Source: an optimization exercise on an open RTL-to-GDS flow (aim: small area). Production flows keep margins and buffers that such runs may drop.
Only simulation tests tie the RTL to the original design; equivalence was not proved.
No activity file was given, so power comes from the tool's default toggle rates.

==> nickel <==
==> flow/design.v (excerpt) <==
module Scheduler
#(
	parameter RWIDTH = 15,
	parameter DATAWIDTH = 64,
	parameter ADDRESSWIDTH = 32,
	parameter BuffLength = 8,
	parameter BuffBits = $clog2(BuffLength),
	parameter Threshold = 16'h1000
)
(
	input logic [DATAWIDTH-1:0] DataIn,
	input logic [ADDRESSWIDTH-1:0] AddrIn,
	input logic rw_in,reset,clock,
	input logic done,valid,buff,
	input logic [BuffBits-1:0] tagfsm,
	output logic [DATAWIDTH-1:0] DataOut,
	output logic [ADDRESSWIDTH-1:0] AddrOut,
	output logic rw_out, full,refresh,ap,
	output logic start,
	output logic [BuffBits -1:0]tagread, tag,
	output logic PageMiss, PageEmpty,
	output logic [1:0] PageHit
);
Settings: LEC_CHECK=0, CAP_MARGIN=20, CORE_MARGIN=2, CORE_UTILIZATION=40, PLACE_DENSITY=0.6, SLEW_MARGIN=20; clock period 12.0 ns.
run.sh (not shown) runs the stock make flow with config.mk's settings and CLKGATE_MAP_FILE= SYNTH_SCRIPT=/design/flow/synth_recipe.tcl, a recipe that flattens the netlist after the stock synthesis.
==> sierra (differences from nickel) <==
==> flow/design.v (replaced) <==
module Scheduler
#(
	parameter RWIDTH = 15,
	parameter DATAWIDTH = 64,
	parameter ADDRESSWIDTH = 32,
	parameter BuffLength = 8,
	parameter BuffBits = $clog2(BuffLength),
	parameter Threshold = 16'h1000
)
(
	input logic [DATAWIDTH-1:0] DataIn,
	input logic [ADDRESSWIDTH-1:0] AddrIn,
	input logic rw_in,reset,clock,
	input logic done,valid,buff,
	input logic [BuffBits-1:0] tagfsm,
	output logic [DATAWIDTH-1:0] DataOut,
	output logic [ADDRESSWIDTH-1:0] AddrOut,
	output logic rw_out, full,refresh,ap,
	output logic start,
	output logic [BuffBits -1:0]tagread, tag,
	output logic PageMiss, PageEmpty,
	output logic [1:0] PageHit
);
localparam EW = 1 + RWIDTH + 2 + 7 + 2 + DATAWIDTH;
logic [BuffLength-1:0][EW-1:0]  Queue;
logic [BuffLength-1:0]          Queue_hit;       
logic [BuffLength-1:0]          Queue_rstcount;
logic [BuffLength-1:0][15:0]    Counters;
logic [BuffLength-1:0]          Freelist;        
logic [BuffLength-1:0]          ScheduledList;   
logic [15:0]             OpenRowValid;
logic [15:0][RWIDTH-1:0] OpenRowAddress;
assign refresh = 1'b0;
assign ap = 1'b0;
assign AddrOut[5:0] = 6'b0;
wire [RWIDTH-1:0] CurRow  = AddrOut[31:17];
wire [3:0]        CurBank = {AddrOut[7:6], AddrOut[16:15]};
function automatic [RWIDTH-1:0] e_row(input [EW-1:0] e);  e_row  = e[EW-2 -: RWIDTH]; endfunction
function automatic [3:0]        e_bank(input [EW-1:0] e); e_bank = {e[DATAWIDTH+1:DATAWIDTH], e[DATAWIDTH+10:DATAWIDTH+9]}; endfunction
function automatic [1:0]        e_bg(input [EW-1:0] e);   e_bg   = e[DATAWIDTH+1:DATAWIDTH]; endfunction
logic [BuffLength-1:0] WriteSel;
assign full = &Freelist;
logic [BuffBits-1:0]   Writeptr;
always_comb begin
	Writeptr = '0;
	for (int i = BuffLength-1; i >= 0; i--)
		if (!Freelist[i])
			Writeptr = i[BuffBits-1:0];
	WriteSel = '0;
	WriteSel[Writeptr] = !full;
end
assign tag = Writeptr;
wire [3:0] InBank = {AddrIn[7:6], AddrIn[16:15]};
logic [RWIDTH-1:0] InOpenRow;
logic InOpen;
always_comb begin
	InOpenRow = '0;
	InOpen = 1'b0;
	for (int b = 0; b < 16; b++) begin
		InOpenRow = InOpenRow | ({RWIDTH{InBank == b}} & OpenRowAddress[b]);
		InOpen = InOpen | (InBank == b && OpenRowValid[b]);
	end
end
wire InHit = InOpen && AddrIn[31:17] == InOpenRow;
always_ff @(posedge clock)
	for (int i = 0; i < BuffLength; i++)
		if (valid && WriteSel[i])
			Queue[i] <= {rw_in, AddrIn[31:17], AddrIn[16:15], AddrIn[14:8], AddrIn[7:6], DataIn};
always_ff @(posedge clock)
	for (int i = 0; i < BuffLength; i++)
		if (valid && WriteSel[i])
			Queue_hit[i] <= InHit;
		else if (start && e_bank(Queue[i]) == CurBank)
			Queue_hit[i] <= e_row(Queue[i]) == CurRow;
always_ff @(posedge clock)
	if (valid) begin
		for (int i = 0; i < BuffLength; i++)
			if (WriteSel[i])
				Queue_rstcount[i] <= 1'b1;
	end
	else
		Queue_rstcount <= '0;
always_ff @(posedge clock) begin
	if (reset)
		Freelist <= '0;
	else begin
		if (valid)
			Freelist[Writeptr] <= 1'b1;
		if (start && !rw_out)
			Freelist[tagread] <= 1'b0;
		if (buff)
			Freelist[tagfsm] <= 1'b0;
	end
end
always_ff @(posedge clock) begin
	if (reset)
		ScheduledList <= '0;
	else begin
		if (start && rw_out)
			ScheduledList[tagread] <= 1'b1;
		if (buff)
			ScheduledList[tagfsm] <= 1'b0;
	end
end
wire [BuffLength-1:0] Eligible = Freelist & ~ScheduledList;
localparam [15:0] AgeThresh = 16'h9ed6;
localparam [15:0] AgeLast   = 16'h8000;
function automatic [15:0] age_step(input [15:0] c);
	age_step = {c[14:0], c[15] ^ c[13] ^ c[12] ^ c[10] ^ ~|c[14:0]};
endfunction
logic [BuffLength-1:0] Clear;    
logic [BuffLength-1:0] Zero;     
logic [BuffLength-1:0] Over;
always_comb
	for (int i = 0; i < BuffLength; i++) begin
		Clear[i] = Queue_rstcount[i] || !Eligible[i];
		Zero[i] = Clear[i] || Counters[i] == AgeLast;
	end
always_ff @(posedge clock)
	for (int i = 0; i < BuffLength; i++) begin
		if (Clear[i])
			Counters[i] <= '0;
		else
			Counters[i] <= age_step(Counters[i]);
		Over[i] <= !Zero[i] && (Over[i] || Counters[i] == AgeThresh);
	end
logic [BuffLength-1:0][BuffLength-1:0] Older, Beats;
logic [BuffLength-1:0] MaxSel;       
genvar gi, gj;
generate
	for (gi = 0; gi < BuffLength; gi++) begin : g_row
		for (gj = 0; gj < BuffLength; gj++) begin : g_col
			if (gj < gi) begin : g_lo
				always_ff @(posedge clock)
					Older[gi][gj] <= !Zero[gi] && (Zero[gj] || Older[gi][gj]);
				assign Beats[gi][gj] = !Eligible[gj] || Older[gi][gj];
			end
			else if (gj > gi) begin : g_hi
				assign Older[gi][gj] = 1'b0;
				assign Beats[gi][gj] = !Eligible[gj] || !Older[gj][gi];
			end
			else begin : g_eq
				assign Older[gi][gj] = 1'b0;
				assign Beats[gi][gj] = Eligible[gi];
			end
		end
		assign MaxSel[gi] = &Beats[gi];
	end
endgenerate
logic [BuffLength-1:0] ThresholdCrossed;
always_comb
	for (int i = 0; i < BuffLength; i++)
		ThresholdCrossed[i] = Eligible[i] && Over[i];
wire checkthresh = |ThresholdCrossed;
logic [BuffLength-1:0] OpenPageLong, OpenPageShort;
always_comb
	for (int i = 0; i < BuffLength; i++) begin
		OpenPageLong[i]  = Queue_hit[i] && Eligible[i];
		OpenPageShort[i] = OpenPageLong[i] && e_bg(Queue[i]) != AddrOut[7:6];
	end
logic [BuffLength-1:0] FirstS, FirstL, Sel;
always_comb begin
	FirstS = '0;
	FirstL = '0;
	for (int i = BuffLength-1; i >= 0; i--) begin
		if (OpenPageShort[i]) FirstS = 8'd1 << i;
		if (OpenPageLong[i])  FirstL = 8'd1 << i;
	end
end
always_comb
	if (checkthresh)            Sel = MaxSel;
	else if (|OpenPageShort)    Sel = FirstS;
	else if (|OpenPageLong)     Sel = FirstL;
	else                        Sel = MaxSel;
logic [BuffBits-1:0] NextTr;
logic [EW-1:0] Next;
logic NextHit;
always_comb begin
	NextTr = '0;
	Next = '0;
	NextHit = 1'b0;
	for (int i = 0; i < BuffLength; i++) begin
		NextTr = NextTr | ({BuffBits{Sel[i]}} & i[BuffBits-1:0]);
		Next = Next | ({EW{Sel[i]}} & Queue[i]);
		NextHit = NextHit | (Sel[i] & Queue_hit[i]);
	end
end
wire NextOpen = OpenRowValid[e_bank(Next)];
wire issue = done && !start && |Eligible;
always_ff @(posedge clock)
	if (reset)
		start <= 1'b0;
	else
		start <= issue;
wire [EW-1:0] OutReg = {rw_out, AddrOut[31:17], AddrOut[16:15], AddrOut[14:8], AddrOut[7:6], DataOut};
logic [EW-1:0] OutNext;
always_comb begin
	OutNext = {EW{!issue}} & OutReg;
	for (int i = 0; i < BuffLength; i++)
		OutNext = OutNext | ({EW{issue && Sel[i]}} & Queue[i]);
end
always_ff @(posedge clock)
	{rw_out, AddrOut[31:17], AddrOut[16:15], AddrOut[14:8], AddrOut[7:6], DataOut} <= OutNext;
always_ff @(posedge clock)
	if (issue) begin
		tagread <= NextTr;
		PageHit <= {NextHit, NextHit && e_bg(Next) == AddrOut[7:6]};
		PageMiss <= !NextHit && NextOpen;
		PageEmpty <= !NextHit && !NextOpen;
	end
always_ff @(posedge clock)
	if (reset)
		OpenRowValid <= '0;
	else if (issue)
		OpenRowValid[e_bank(Next)] <= 1'b1;
always_ff @(posedge clock)
	for (int b = 0; b < 16; b++)
		if (issue && e_bank(Next) == b)
			OpenRowAddress[b] <= e_row(Next);
endmodule
==> flow/config.mk (replaced) <==
export PLATFORM = sky130hd
export DESIGN_NAME = Scheduler
export DESIGN_NICKNAME = Scheduler
export VERILOG_FILES = /design/flow/design.v
export SDC_FILE = /design/flow/constraint.sdc
export NUM_CORES = 4
export LEC_CHECK = 0
export CAP_MARGIN = 20
export CORE_MARGIN = 2
export CORE_UTILIZATION = 70
export PLACE_DENSITY = 0.8
export SLEW_MARGIN = 20
==> reports/qor.txt <==
CORE AREA = 145600 µm²
Layout clock buffers = 176
Synth Instances = 4926
initial antenna violation count = 10
Die Area = 149600 µm²
most frequent cells in the layout = edfxtp_1, nand2_1, nand3_1
worst-case reg-to-reg path depth = 43
worst hold endpoint = Queue_rstcount[1]
crit path DAT = 11.88 ns
final RePlAce weighted congestion = 0.8675
Post-synth EDFFs = 1074
sequential share of cell area = 53.01%
outcome = complete, no violations
worst vdd rail ir drop = 235.4 µV
The numbers above come from nickel.

==> reports/qor.txt <==
outcome = complete, no violations
worst hold endpoint = Counters[48]
worst-case reg-to-reg path depth = 11
CORE AREA = 67510 µm²
Synth Instances = 3223
post-route clock period utilization = 54.69%
Layout clock buffers = 157
initial antenna violation count = 12
worst vdd rail ir drop = 153.7 µV
crit path DAT = 7.04 ns
The numbers above come from sierra.

-- re-timing with driven ports --
The flow's constraints put no driver on any port. The routed layouts listed below were extracted and timed again, unchanged, in two steps.
Step 1 sets driving cells, clkbuf_16 on the clock port and buf_2 on the other inputs (assumed; they add their load-dependent delay and slew).
Step 2, shift: input delay + t, output delay - t, t = (earliest + latest rising clock arrival at the registers) / 2. This alone moves slack from input paths to output paths.
a / b / c = ideal / step 1 / step 2; a / b = the first two.
run | t, ns | setup slack, ns | worst setup path after step 2 | worst register clock-pin slew, ns
nickel | 0.821 | 0.646 / 0.646 / 0.646 | register to register | 0.07 / 0.07
sierra | 0.750 | 5.437 / 5.474 / 4.724 | input to register | 0.07 / 0.07
After both steps every run listed still meets setup and hold. For sierra, which loses most, drivers alone change the setup slack by +0.037 ns; drivers and shift together by -0.713 ns.
